Source: an optimization exercise on an open RTL-to-GDS flow (aim: small area and a short achievable clock period). Production flows keep margins and buffers that such runs may drop.
Only the layout flow was run in this run; the RTL was not checked for function there.
Power and IR drop assume default switching activity.

===== flow/design.v =====
`timescale 1ns / 1ps
module fifo_sync #(
    parameter DATA_WIDTH          = 32,
    parameter DEPTH               = 16,
    parameter ADDR_WIDTH          = $clog2(DEPTH),
    parameter ALMOST_FULL_THRESH  = DEPTH - 2,
    parameter ALMOST_EMPTY_THRESH = 2
) (
    input  wire                    clk,
    input  wire                    rst_n,
    input  wire                    wr_en,
    input  wire [DATA_WIDTH-1:0]   wr_data,
    output reg                     full,
    output reg                     almost_full,
    output reg                     overflow,
    input  wire                    rd_en,
    output reg  [DATA_WIDTH-1:0]   rd_data,
    output reg                     empty,
    output reg                     almost_empty,
    output reg                     underflow,
    output reg  [ADDR_WIDTH:0]     data_count,
    output reg  [ADDR_WIDTH:0]     peak_count
);
    localparam CW = ADDR_WIDTH + 1;
    reg [DATA_WIDTH-1:0] mem [0:DEPTH-1];
    reg [ADDR_WIDTH-1:0] wr_ptr;      
    reg [DEPTH-1:0]      rd_sel;      
    reg [CW-1:0]         cnt_n;
    reg                  full_n;
    reg                  empty_n;
    wire [CW-1:0]        cnt = ~cnt_n;
    wire do_write = wr_en & full_n;
    wire do_read  = rd_en & empty_n;
    integer i;
    always @(posedge clk) begin
        for (i = 0; i < DEPTH; i = i + 1)
            if (full_n && wr_ptr == i)
                mem[i] <= wr_data;
    end
    reg [DATA_WIDTH-1:0] rd_word;
    always @(*) begin
        rd_word = {DATA_WIDTH{1'b0}};
        for (i = 0; i < DEPTH; i = i + 1)
            rd_word = rd_word | (mem[i] & {DATA_WIDTH{rd_sel[i]}});
    end
    always @(posedge clk) begin
        if (!rst_n) begin
            wr_ptr  <= {ADDR_WIDTH{1'b0}};
            rd_sel  <= {{(DEPTH-1){1'b0}}, 1'b1};
            rd_data <= {DATA_WIDTH{1'b0}};
        end else begin
            if (do_write) wr_ptr <= wr_ptr + 1'b1;
            if (do_read) begin
                rd_sel  <= {rd_sel[DEPTH-2:0], rd_sel[DEPTH-1]};
                rd_data <= rd_word;
            end
        end
    end
    wire [CW-1:0] cnt_up = cnt + 1'b1;
    wire [CW-1:0] cnt_dn = cnt - 1'b1;
    localparam SW = CW + 4;
    wire [SW-1:0] s_up   = {1'b1, cnt_up != DEPTH, cnt_up >= ALMOST_FULL_THRESH,
                            cnt_up <= ALMOST_EMPTY_THRESH, cnt_up};
    wire [SW-1:0] s_dn   = {cnt_dn != 0, 1'b1, cnt_dn >= ALMOST_FULL_THRESH,
                            cnt_dn <= ALMOST_EMPTY_THRESH, cnt_dn};
    wire [SW-1:0] s_hold = {empty_n, full_n, almost_full, almost_empty, cnt};
    wire [SW-1:0] s_w  = full_n  ? s_up : s_hold;                
    wire [SW-1:0] s_r  = empty_n ? s_dn : s_hold;                
    wire [SW-1:0] s_wr = !full_n ? s_dn : !empty_n ? s_up : s_hold;  
    wire pk_w  = full_n & (peak_count == cnt);
    wire pk_wr = !empty_n & (peak_count == cnt);
    reg [SW-1:0] s_nx;
    reg          pk_ld;
    always @(*) begin
        case ({wr_en, rd_en})
            2'b10:   begin s_nx = s_w;    pk_ld = pk_w;  end
            2'b01:   begin s_nx = s_r;    pk_ld = 1'b0;  end
            2'b11:   begin s_nx = s_wr;   pk_ld = pk_wr; end
            default: begin s_nx = s_hold; pk_ld = 1'b0;  end
        endcase
    end
    always @(posedge clk) begin
        if (!rst_n) begin
            full         <= 1'b0;
            empty        <= 1'b1;
            almost_full  <= 1'b0;
            almost_empty <= 1'b1;
            data_count   <= {CW{1'b0}};
            peak_count   <= {CW{1'b0}};
            overflow     <= 1'b0;
            underflow    <= 1'b0;
            cnt_n        <= {CW{1'b1}};
            full_n       <= 1'b1;
            empty_n      <= 1'b0;
        end else begin
            overflow     <= wr_en & ~full_n;
            underflow    <= rd_en & ~empty_n;
            empty_n      <= s_nx[SW-1];
            empty        <= ~s_nx[SW-1];
            full_n       <= s_nx[SW-2];
            full         <= ~s_nx[SW-2];
            almost_full  <= s_nx[SW-3];
            almost_empty <= s_nx[SW-4];
            data_count   <= s_nx[CW-1:0];
            cnt_n        <= ~s_nx[CW-1:0];
            if (pk_ld) peak_count <= cnt_up;
        end
    end
endmodule

===== flow/flow/run.sh =====
#!/bin/bash
# Standard ORFS layout, with the port buffers made from plain buffers
# (sky130_fd_sc_hd__buf_2) instead of the default choice.
set -euo pipefail
export BUFFER_PORTS_ARGS="-buffer_cell sky130_fd_sc_hd__buf_2"
bash standard.sh > standard.log 2>&1

===== flow/standard.sh =====
#!/bin/bash
# synth_recipe.tcl (not shown) runs the flow's synth.tcl, then flattens the netlist and writes it again
# the make line also repeats each setting of config.mk as NAME=value (left out here)
make -C /OpenROAD-flow-scripts/flow DESIGN_CONFIG=/design/flow/config.mk WORK_HOME=/design/flow/orfs CLKGATE_MAP_FILE= SYNTH_SCRIPT=/design/flow/synth_recipe.tcl "${@:-finish}"

===== flow/config.mk =====
export PLATFORM = sky130hd
export DESIGN_NAME = fifo_sync
export DESIGN_NICKNAME = fifo_sync
export VERILOG_FILES = /design/flow/design.v
export SDC_FILE = /design/flow/constraint.sdc
export NUM_CORES = 4
export LEC_CHECK = 0
export CAP_MARGIN = 20
export CORE_MARGIN = 2
export CORE_UTILIZATION = 65
export CTS_CLUSTER_DIAMETER = 100
export CTS_CLUSTER_SIZE = 25
export PLACE_DENSITY = 0.75
export SETUP_SLACK_MARGIN = 1.4
export SLEW_MARGIN = 20

===== flow/constraint.sdc =====
create_clock -name core_clock -period 3.2 [get_ports {clk}]
set_input_delay 0.6400 -clock core_clock [delete_from_list [all_inputs] [get_ports {clk}]]
set_output_delay 0.6400 -clock core_clock [all_outputs]
set_load 0.01 [all_outputs]

==> flow_summary.yaml <==
outcome:
  status: "finished clean"
pwr:
  ir_drop_mv: 0.6591
  p_per_area_mw_per_mm2: 559.4
  leakage_nw: 7.531
yosys:
  synth_edf_count: 512
  syn-num-nets: 1362
  synthDistinctLibCells: 61
  ys_warn_count: 2
  synth_top_area_share: 0.7184
  ys_ff_latch: 587
  async_reset_ff_frac: 0
  syn_area_mm2: 0.02140
  ys_seq_area_frac: 0.7885
  synth_top_area_cell: "edfxtp_1"
  syn_inst: 1318
  yosys-top-cells-area: "edfxtp_1, dfxtp_1, a22oi_1, clkbuf_1, a222oi_1"
  syn_area_per_cell_um2: 16.24
  synth_flop_cell: "edfxtp_1"
global_route:
  use_met1: 0.4390
  grt_pass1_vias: 12440
  grt.busiest_layer: "met2"
  use_met2: 0.5087
  antenna_found_initial: 1
  track_usage: 0.3130
  grt_max_degree: 43
  grt_use_met3: 0.05263
  grt-ovfl-total: 0
  grt_pass1_wl_um: 77430
clock_network:
  cts_made_buffers: 27
  cts_hold_buf: 0
  clockBufferDepth: 3
  path_clk_slew_ns: 0.10
  cts_num_sinks: 587
  cts.htree.levels: 1
  cts_tree: "built"
  clk_latency_ns: 0.59
  cts-root-buf: "clkbuf_16"
timing:
  finalHoldViolCount: 0
  timing.setup.tns_ns: 0
  timing.fmax_ghz: 0.5639
  final_min_period_over_clock_period: 0.5541
  fin_skew_ns: 0.02838
  drv_slew: 0
  max_slew_margin: 0.5150
  holdWs_ns: 0.4194
  fin_ws_ns: 1.427
  final-setup-viol-count: 0
  rsz0062_at_grt: "yes"
  worstMarginPinSlew_ns: 0.7267
  fin_crit_ns: 1.773
routing:
  dr.pass1.iters: 6
  drtIter0Drc: 1766
  postRouteAntennaNets: 0
  vias_per_cell: 6.985
  post_drt_wl_per_cell_um: 29.10
  route.vias.total: 12880
  drc: 0
  drt_wl_total_um: 53670
placed_design:
  io_buffers: 83
  dp_worst_setup_slack_ns: 0.8178
  gp_congestion: 0.8960
  hpwl_um: 26870
floorplan:
  dieArea_mm2: 0.03439
  initial_core_util: 0.6595
  pin_count: 84
  die_y_um: 185.5
  die_width_um: 185.5
  rows: 66
  core_area_mm2: 0.03245
cells_and_area:
  final_util: 0.7342
  diodes: 0
  nNetsFinal: 1425
  drive_gt1_frac: 0.1719
  final_cell_mix: "edfxtp_1, a22oi_1, buf_2"
  area_growth_pct: 11.34
  final_common_cell: "edfxtp_1"
setup_path:
  crit_required_ns: 3.67
  cp_cell_sequence: "buf_12, a22oi_1, nand4_1, a2111oi_0, nor2_1"
  arrival_ns: 2.24
  crit_fanout: 18
  critPathSlowestCell: "dfxtp_4"
  slowest_delay_ns: 0.51
  end_kind: "register"
  cp-start-kind: "register"
  crit_type: "reg -> reg"
run:
  drv_cap: 0
hold_path:
  holdCritPathClass: "in -> reg"
[cell usage after synthesis, types with 4 or more instances]
master     number
nor3_1          7
dfxtp_1        75
clkbuf_1       96
nand2_1        57
a22oi_1       193
ha_1            8
xnor2_1         4
o21ai_0        43
a211oi_1        4
inv_1           8
o211ai_1        5
nor2_1         55
xor2_1          9
nand4_1        37
edfxtp_1      512
a21oi_1        30
o31ai_1         4
a222oi_1       32
buf_2           5
a2111oi_0      32
nand3_1        43
a211o_1         4
nand2b_1        6
and2_1          4
[logic make-up (layout without fill, tap and decap cells)]
| kind of cell | after synthesis | in the layout | synth area share |
|---|---|---|---|
| flip-flops | 587 | 587 | 0.7885 |
| AND/OR/NAND/NOR | 224 | 224 | 0.05098 |
| adder cells (fa/ha/maj) | 8 | 8 | 0.004677 |
| XOR/XNOR | 13 | 13 | 0.005320 |
| buffers and inverters | 111 | 195 | 0.01976 |
| AO/OA/AOI/OAI | 375 | 375 | 0.1307 |
[final timing paths]
| path | start | end | slack [ns] | depth (start not counted) |
|---|---|---|---|---|
| max | rd_sel[7] | rd_data[1] | 1.43 | 5 |
| min | wr_data[24] | mem[0][24] | 0.42 | 1 |
| max reg2reg | rd_sel[7] | rd_data[1] | 1.43 | 5 |
| min reg2reg | mem[12][5] | rd_data[5] | 0.50 | 2 |
[what timing repair did]
action,in CTS,in global routing
endpoints found under the setup margin,499,212
pin swaps,2,12
buffers inserted,12,18
gates resized for setup,30,24
endpoints found under the hold margin,0,0
[registers in the layout, indices dropped and copies added (netlist names), 4 cells and up]
register    flops
mem           512
wr_ptr          4
rd_sel         16
peak_count      5
rd_data        32
data_count      5
cnt_n           5
[layer usage]
layer | vias up | share of wire
met5 | - | 0.00032
met4 | 2 | 0.034
met3 | 145 | 0.11
met2 | 880 | 0.48
met1 | 6363 | 0.37
li1 | 5491 | -
[where the power goes]
part           internal, mW  switching [mW]  leakage [nW]  total (mW)
sequential             8.50           0.142          5.28        8.64
combinational         0.319           0.563          1.88       0.883
clock                  1.62            2.18         0.369        3.80
total                  10.4            2.89          7.53        13.3
[per-stage QoR]
stage	std cells	area, µm²	power [mW]
global placement	1764	22650	9.616
detailed placement	1764	22650	9.642
finish	1844	23830	13.33
floorplan	1318	21770	9.277
CTS	1826	23610	13.31
global route	1844	23830	13.71
[cell type report]
class,count,area (µm²)
Sequential cell,587,16960
Fill cell,1993,8626
Multi-Input combinational cell,620,4448
Timing Repair Buffer,136,1035
Clock buffer,48,754.5
Tap cell,442,553.0
Inverter,9,48.80
Clock inverter,2,25.02
[critical path: cells and delay by family, from the launching register on]
family | cells | cell delay, ns
simple gates | 2 | 0.24
compound gates | 2 | 0.65
flops | 1 | 0.51
buf+inv | 1 | 0.26

## re-timing with driven ports
The flow's constraints put no driver on any port. The routed layout listed below was extracted and timed again, unchanged, in two steps. Step 1: set_driving_cell puts a clkbuf_16 on clk and a buf_2 on each other input, an assumption about the parent block. Step 2 times the ports against the registers' clock, not the clock port: input delays grow and output delays shrink by t, the midpoint of the rising clock arrivals with the driver on. Three values: ideal, step 1, step 2; two values: the first two.
t, ns: 0.629
setup slack, ns: 1.427 / 1.373 / 1.003
worst data-port slew with drivers (ns): 0.07
After both steps setup and hold are still met in this run. The setup slack of this run moves by -0.054 ns with the drivers and by -0.424 ns with both steps.
